Source: an optimization exercise on an open RTL-to-GDS flow (aim: small area and a short achievable clock period). Production flows keep margins and buffers that such runs may drop. RTL that was checked went through simulation tests only; none was proved equivalent to the original. Power and IR drop assume default switching activity.

== run A ==
## PipelinedRadix4BoothWallace32
module PipelinedRadix4BoothWallace32
(
    input logic clk,
    input logic run,
    input logic signedFlag,  
    input logic [32 - 1 : 0] multiplicand,
    input logic [32 - 1 : 0] multiplier,
    output logic [64 - 1 : 0] out
);
reg [15:0] r1_one;
reg [15:0] r1_two;
reg [15:0] r1_neg;
reg [0:0] r1_u16;
reg [32:0] r1_ax;
wire s1;
wire c2;
wire s3;
wire c4;
wire s5;
wire c6;
wire s7;
wire c8;
wire s9;
wire c10;
wire s11;
wire c12;
wire s13;
wire c14;
wire s15;
wire c16;
wire s17;
wire c18;
wire s19;
wire c20;
wire s21;
wire c22;
wire s23;
wire c24;
wire s25;
wire c26;
wire s27;
wire c28;
wire s29;
wire c30;
wire s31;
wire c32;
wire s33;
wire c34;
wire s35;
wire c36;
wire s37;
wire c38;
wire s39;
wire c40;
wire s41;
wire c42;
wire s43;
wire c44;
wire s45;
wire c46;
wire s47;
wire c48;
wire s49;
wire c50;
wire s51;
wire c52;
wire s53;
wire c54;
wire s55;
wire c56;
wire s57;
wire c58;
wire s59;
wire c60;
wire s61;
wire c62;
wire s63;
wire c64;
wire s65;
wire c66;
wire s67;
wire c68;
wire s69;
wire c70;
wire s71;
wire c72;
wire s73;
wire c74;
wire s75;
wire c76;
wire s77;
wire c78;
wire s79;
wire c80;
wire s81;
wire c82;
wire s83;
wire c84;
wire s85;
wire c86;
wire s87;
wire c88;
wire s89;
wire c90;
wire s91;
wire c92;
wire s93;
wire c94;
wire s95;
wire c96;
wire s97;
wire c98;
wire s99;
wire c100;
wire s101;
wire c102;
wire s103;
wire c104;
wire s105;
wire c106;
wire s107;
wire c108;
wire s109;
wire c110;
wire s111;
wire c112;
wire s113;
wire c114;
wire s115;
wire c116;
wire s117;
wire c118;
wire s119;
wire c120;
wire s121;
wire c122;
wire s123;
wire c124;
wire s125;
wire c126;
wire s127;
wire c128;
wire s129;
wire c130;
wire s131;
wire c132;
wire s133;
wire c134;
wire s135;
wire c136;
wire s137;
wire c138;
wire s139;
wire c140;
wire s141;
wire c142;
wire s143;
wire c144;
wire s145;
wire c146;
  ...
Size: roughly 3,100 cells after synthesis.
==> flow/config.mk <==
export PLATFORM = sky130hd
export DESIGN_NAME = PipelinedRadix4BoothWallace32
export DESIGN_NICKNAME = PipelinedRadix4BoothWallace32
export VERILOG_FILES = /design/flow/design.v
export SDC_FILE = /design/flow/constraint.sdc
export NUM_CORES = 4
export LEC_CHECK = 0
export CAP_MARGIN = 20
export CORE_MARGIN = 2
export CORE_UTILIZATION = 50
export CTS_BUF_LIST = sky130_fd_sc_hd__clkbuf_4 sky130_fd_sc_hd__clkbuf_8
export CTS_CLUSTER_SIZE = 30
export PLACE_DENSITY = 0.65
export SETUP_SLACK_MARGIN = 1.7
export SLEW_MARGIN = 20
export SYNTH_HIERARCHICAL = 1
export SYNTH_MINIMUM_KEEP_SIZE = 0
==> flow/constraint.sdc <==
create_clock -name core_clock -period 4.2 [get_ports {clk}]
set_input_delay 0.8400 -clock core_clock [delete_from_list [all_inputs] [get_ports {clk}]]
set_output_delay 0.8400 -clock core_clock [all_outputs]
set_load 0.01 [all_outputs]
run.sh (not shown) runs the stock make flow with config.mk's settings and CLKGATE_MAP_FILE= SYNTH_SCRIPT=/design/flow/synth_recipe.tcl, a recipe that flattens the netlist after the stock synthesis.
Here is what was changed in the inputs of run B compared with run A.
--- a/flow/config.mk
+++ b/flow/config.mk
@@ -9,6 +9,6 @@
 export CORE_MARGIN = 2
-export CORE_UTILIZATION = 50
+export CORE_UTILIZATION = 45
 export CTS_BUF_LIST = sky130_fd_sc_hd__clkbuf_4 sky130_fd_sc_hd__clkbuf_8
 export CTS_CLUSTER_SIZE = 30
-export PLACE_DENSITY = 0.65
+export PLACE_DENSITY = 0.6
 export SETUP_SLACK_MARGIN = 1.7
==> run notes <==
Run B against run A: share of the synthesized netlist area taken by xor and xnor gates shows no meaningful change, via count climbed 312, total length of routed wires rose about 6.5%, power per standard cell area shows an increase of 6.0 nW/um2, final layout net count went up 22. Compared with run A, in run B worst setup margin increased by 0.014 ns relative to the old numbers; peak per-stage delay on the critical path fell by 0.07 ns; transition time of the tightest slew-check pin increased by 0.11 ns relative to the old numbers. r2[184]$_DFFE_PP_ as the timing endpoint of the critical path was reported by run B, and r2[246]$_DFFE_PP_ by run A.
> inputs changed (run B -> run C)
--- a/flow/config.mk
+++ b/flow/config.mk
@@ -9,7 +9,7 @@
 export CORE_MARGIN = 2
-export CORE_UTILIZATION = 45
+export CORE_UTILIZATION = 50
 export CTS_BUF_LIST = sky130_fd_sc_hd__clkbuf_4 sky130_fd_sc_hd__clkbuf_8
 export CTS_CLUSTER_SIZE = 30
-export PLACE_DENSITY = 0.6
-export SETUP_SLACK_MARGIN = 1.7
+export PLACE_DENSITY = 0.65
+export SETUP_SLACK_MARGIN = 1.6
 export SLEW_MARGIN = 20
### Flow results
Summary: with run B as the reference, met1 routed wirelength after detailed routing in run C moved down by a few percent. [compare] base=run B new=run C: sum of met2 wire segment lengths after detailed routing dropped about 6.4%; total detailed-routing wirelength dropped about 7%; clock skew dropped 0.031 ns; final worst setup slack dropped 0.085 ns.
Changes in run D relative to run C:
--- a/flow/config.mk
+++ b/flow/config.mk
@@ -7,3 +7,3 @@
 export LEC_CHECK = 0
-export CAP_MARGIN = 20
+export CAP_MARGIN = 0
 export CORE_MARGIN = 2
@@ -13,4 +13,4 @@
 export PLACE_DENSITY = 0.65
-export SETUP_SLACK_MARGIN = 1.6
-export SLEW_MARGIN = 20
+export SETUP_SLACK_MARGIN = 1.7
+export SLEW_MARGIN = 0
 export SYNTH_HIERARCHICAL = 1
==> run notes <==
Run D against run C: final net count higher; post-layout instance area higher; portion of the clock cycle consumed by the worst path in the final layout lower. The initial antenna violation count number comes out higher for run C vs run D. For run D, the top layer reached by signal wires was met5, unlike run C, where it was met4. From run C to run D the numbers moved as follows: final instance count without filler cells now larger, fmax saw an increase, fraction of layout cells with a size suffix above 1 climbed 2.4 points. Run D: sum of buffers and inverters on the critical path higher than run C.

========
PipelinedRadix4BoothWallace32, a different RTL version from the one above (not shown whole).
Size: about 3100 cells after synthesis, roughly 660 flip-flops.
// PipelinedRadix4BoothWallace32
module PipelinedRadix4BoothWallace32
(
    input logic clk,
    input logic run,
    input logic signedFlag,  
    input logic [32 - 1 : 0] multiplicand,
    input logic [32 - 1 : 0] multiplier,
    output logic [64 - 1 : 0] out
);
reg [15:0] r1_one;
reg [15:0] r1_two;
reg [15:0] r1_neg;
reg [0:0] r1_u16;
reg [32:0] r1_ax;
wire s1;
wire c2;
wire s3;
wire c4;
wire s5;
wire c6;
wire s7;
wire c8;
wire s9;
wire c10;
wire s11;
wire c12;
wire s13;
wire c14;
wire s15;
wire c16;
wire s17;
wire c18;
wire s19;
wire c20;
wire s21;
wire c22;
wire s23;
wire c24;
wire s25;
wire c26;
wire s27;
wire c28;
wire s29;
wire c30;
wire s31;
wire c32;
wire s33;
wire c34;
wire s35;
wire c36;
wire s37;
wire c38;
wire s39;
wire c40;
wire s41;
wire c42;
wire s43;
wire c44;
wire s45;
wire c46;
wire s47;
wire c48;
wire s49;
wire c50;
wire s51;
wire c52;
wire s53;
wire c54;
wire s55;
wire c56;
wire s57;
wire c58;
wire s59;
wire c60;
wire s61;
wire c62;
wire s63;
wire c64;
wire s65;
wire c66;
wire s67;
wire c68;
wire s69;
wire c70;
wire s71;
wire c72;
wire s73;
  ...
make LEC_CHECK=0 CAP_MARGIN=20 CORE_MARGIN=2 CORE_UTILIZATION=55 CTS_BUF_LIST='sky130_fd_sc_hd__clkbuf_4 sky130_fd_sc_hd__clkbuf_8' CTS_CLUSTER_SIZE=30 PLACE_DENSITY=0.72 SETUP_SLACK_MARGIN=1.7 SLEW_MARGIN=20 SYNTH_HIERARCHICAL=1 SYNTH_MINIMUM_KEEP_SIZE=0 finish   # period 4.2 ns
The first run finished with timing, DRC and antenna clean.
Edit:
Settings changed: CORE_UTILIZATION 55 to 50, GPL_ROUTABILITY_DRIVEN set to 0, PLACE_DENSITY 0.72 to 0.65.
Outcome:
- total power is lower by 2.4%
- setup slack gains 27 ps
- die area rose by 9.9%
- non-clock buffer count fell by 8
- area after synthesis is unchanged
- maximum frequency is higher by 1.1%
Edit:
Settings changed: CTS_BUF_LIST sky130_fd_sc_hd__clkbuf_4 sky130_fd_sc_hd__clkbuf_8 to sky130_fd_sc_hd__clkbuf_8, CTS_CLUSTER_DIAMETER set to 40, CTS_CLUSTER_SIZE 30 to 40, GPL_ROUTABILITY_DRIVEN 0 to unset.
After rerunning:
- The changed run passed the timing, DRC and antenna checks
- cell area goes up by 0.47%
- worst setup slack is better by 14 ps
- utilization goes up by 0.27 points
Edit:
Settings changed: CTS_CLUSTER_DIAMETER 40 to unset, CTS_CLUSTER_SIZE 40 to 30.
Result:
- fmax decreases slightly
- via count increases slightly
- cell count stays flat
No run of this note included a check of the RTL's function; only the layout flow was run.

========
PipelinedRadix4BoothWallace32 with an RTL version that a note above also has.
For scale: about 3100 cells after synthesis, about 660 flip-flops, about 130 I/O pins, roughly 44000 um2 of cells after synthesis.
Settings: LEC_CHECK=0, CAP_MARGIN=20, CORE_MARGIN=2, CORE_UTILIZATION=50, CTS_BUF_LIST=sky130_fd_sc_hd__clkbuf_4 sky130_fd_sc_hd__clkbuf_8, CTS_CLUSTER_SIZE=30, PLACE_DENSITY=0.65, SETUP_SLACK_MARGIN=1.9, SLEW_MARGIN=20, SYNTH_HIERARCHICAL=1, SYNTH_MINIMUM_KEEP_SIZE=0; clock period 4.2 ns.
Rerun with:
SETUP_SLACK_MARGIN = 1.5   (was 1.9)
After rerunning:
- The changed run finished with timing, DRC and antenna clean
- worst hold slack barely changes
- count of clock-buffer cells in the layout is higher by 1
- first-iteration DRC count goes down by 15%

========
RTL: one of the versions met above, not the one the previous note started from.
Size in the first run: about 3100 cells after synthesis.
==> flow/design.v (excerpt) <==
module PipelinedRadix4BoothWallace32
(
    input logic clk,
    input logic run,
    input logic signedFlag,  
    input logic [32 - 1 : 0] multiplicand,
    input logic [32 - 1 : 0] multiplier,
    output logic [64 - 1 : 0] out
);
==> flow/config.mk <==
export PLATFORM = sky130hd
export DESIGN_NAME = PipelinedRadix4BoothWallace32
export DESIGN_NICKNAME = PipelinedRadix4BoothWallace32
export VERILOG_FILES = /design/flow/design.v
export SDC_FILE = /design/flow/constraint.sdc
export NUM_CORES = 4
export LEC_CHECK = 0
export CAP_MARGIN = 20
export CORE_MARGIN = 2
export CORE_UTILIZATION = 50
export CTS_CLUSTER_SIZE = 30
export PLACE_DENSITY = 0.65
export SETUP_SLACK_MARGIN = 1.7
export SLEW_MARGIN = 20
export SYNTH_HIERARCHICAL = 1
export SYNTH_MINIMUM_KEEP_SIZE = 0
==> flow/constraint.sdc <==
create_clock -name core_clock -period 4.2 [get_ports {clk}]
set_input_delay 0.8400 -clock core_clock [delete_from_list [all_inputs] [get_ports {clk}]]
set_output_delay 0.8400 -clock core_clock [all_outputs]
set_load 0.01 [all_outputs]
Change:
CTS_BUF_LIST = sky130_fd_sc_hd__clkbuf_4 sky130_fd_sc_hd__clkbuf_8   (was not set)
Effect: Design area decreases by 0.81%; flip-flop and latch count is unchanged; count of clock-buffer cells in the layout increases by 53; setup slack stays flat; final cell count increases by 1.5%.
Function was not checked in any run of this note: the RTL went through the layout flow alone.

## re-timing with driven ports
How much do the figures lean on ideal ports? The routed layouts below were timed once more, with nothing changed but the port constraints. Step 1 (the two cells are an assumption about what drives the block):
set clk [get_ports {clk}]
set_driving_cell -lib_cell sky130_fd_sc_hd__clkbuf_16 $clk
set_driving_cell -lib_cell sky130_fd_sc_hd__buf_2 [delete_from_list [all_inputs] $clk]
Step 2 adds t to the input delays and takes it off the output delays; t is the mean of the earliest and latest rising clock arrival at the registers after step 1. Input paths then give back, and output paths get back, about the clock's delay inside the block. Three values: ideal, step 1, step 2; two values: the first two.
| run | t (ns) | setup slack, ns | worst setup path after step 2 |
|---|---|---|---|
| run A | 0.810 | 1.676 / 1.676 / 1.676 | register to register |
| run B | 0.846 | 1.690 / 1.690 / 1.690 | register to register |
| run C | 0.809 | 1.605 / 1.605 / 1.605 | register to register |
| run D | 0.849 | 1.639 / 1.639 / 1.639 | register to register |
| the first run of note 2 | 0.806 | 1.643 / 1.643 / 1.643 | register to register |
| the second run of note 2 | 0.834 | 1.670 / 1.670 / 1.670 | register to register |
| the third run of note 2 | 0.823 | 1.684 / 1.684 / 1.684 | register to register |
| the fourth run of note 2 | 0.832 | 1.652 / 1.652 / 1.652 | input to register |
| the first run of note 3 | 0.822 | 1.619 / 1.619 / 1.619 | register to register |
| the second run of note 3 | 0.800 | 1.484 / 1.484 / 1.484 | register to register |
| the first run of note 4 | 0.708 | 1.670 / 1.670 / 1.670 | register to register |
| the second run of note 4 | 0.834 | 1.670 / 1.670 / 1.670 | register to register |
After both steps every run listed still meets setup and hold.
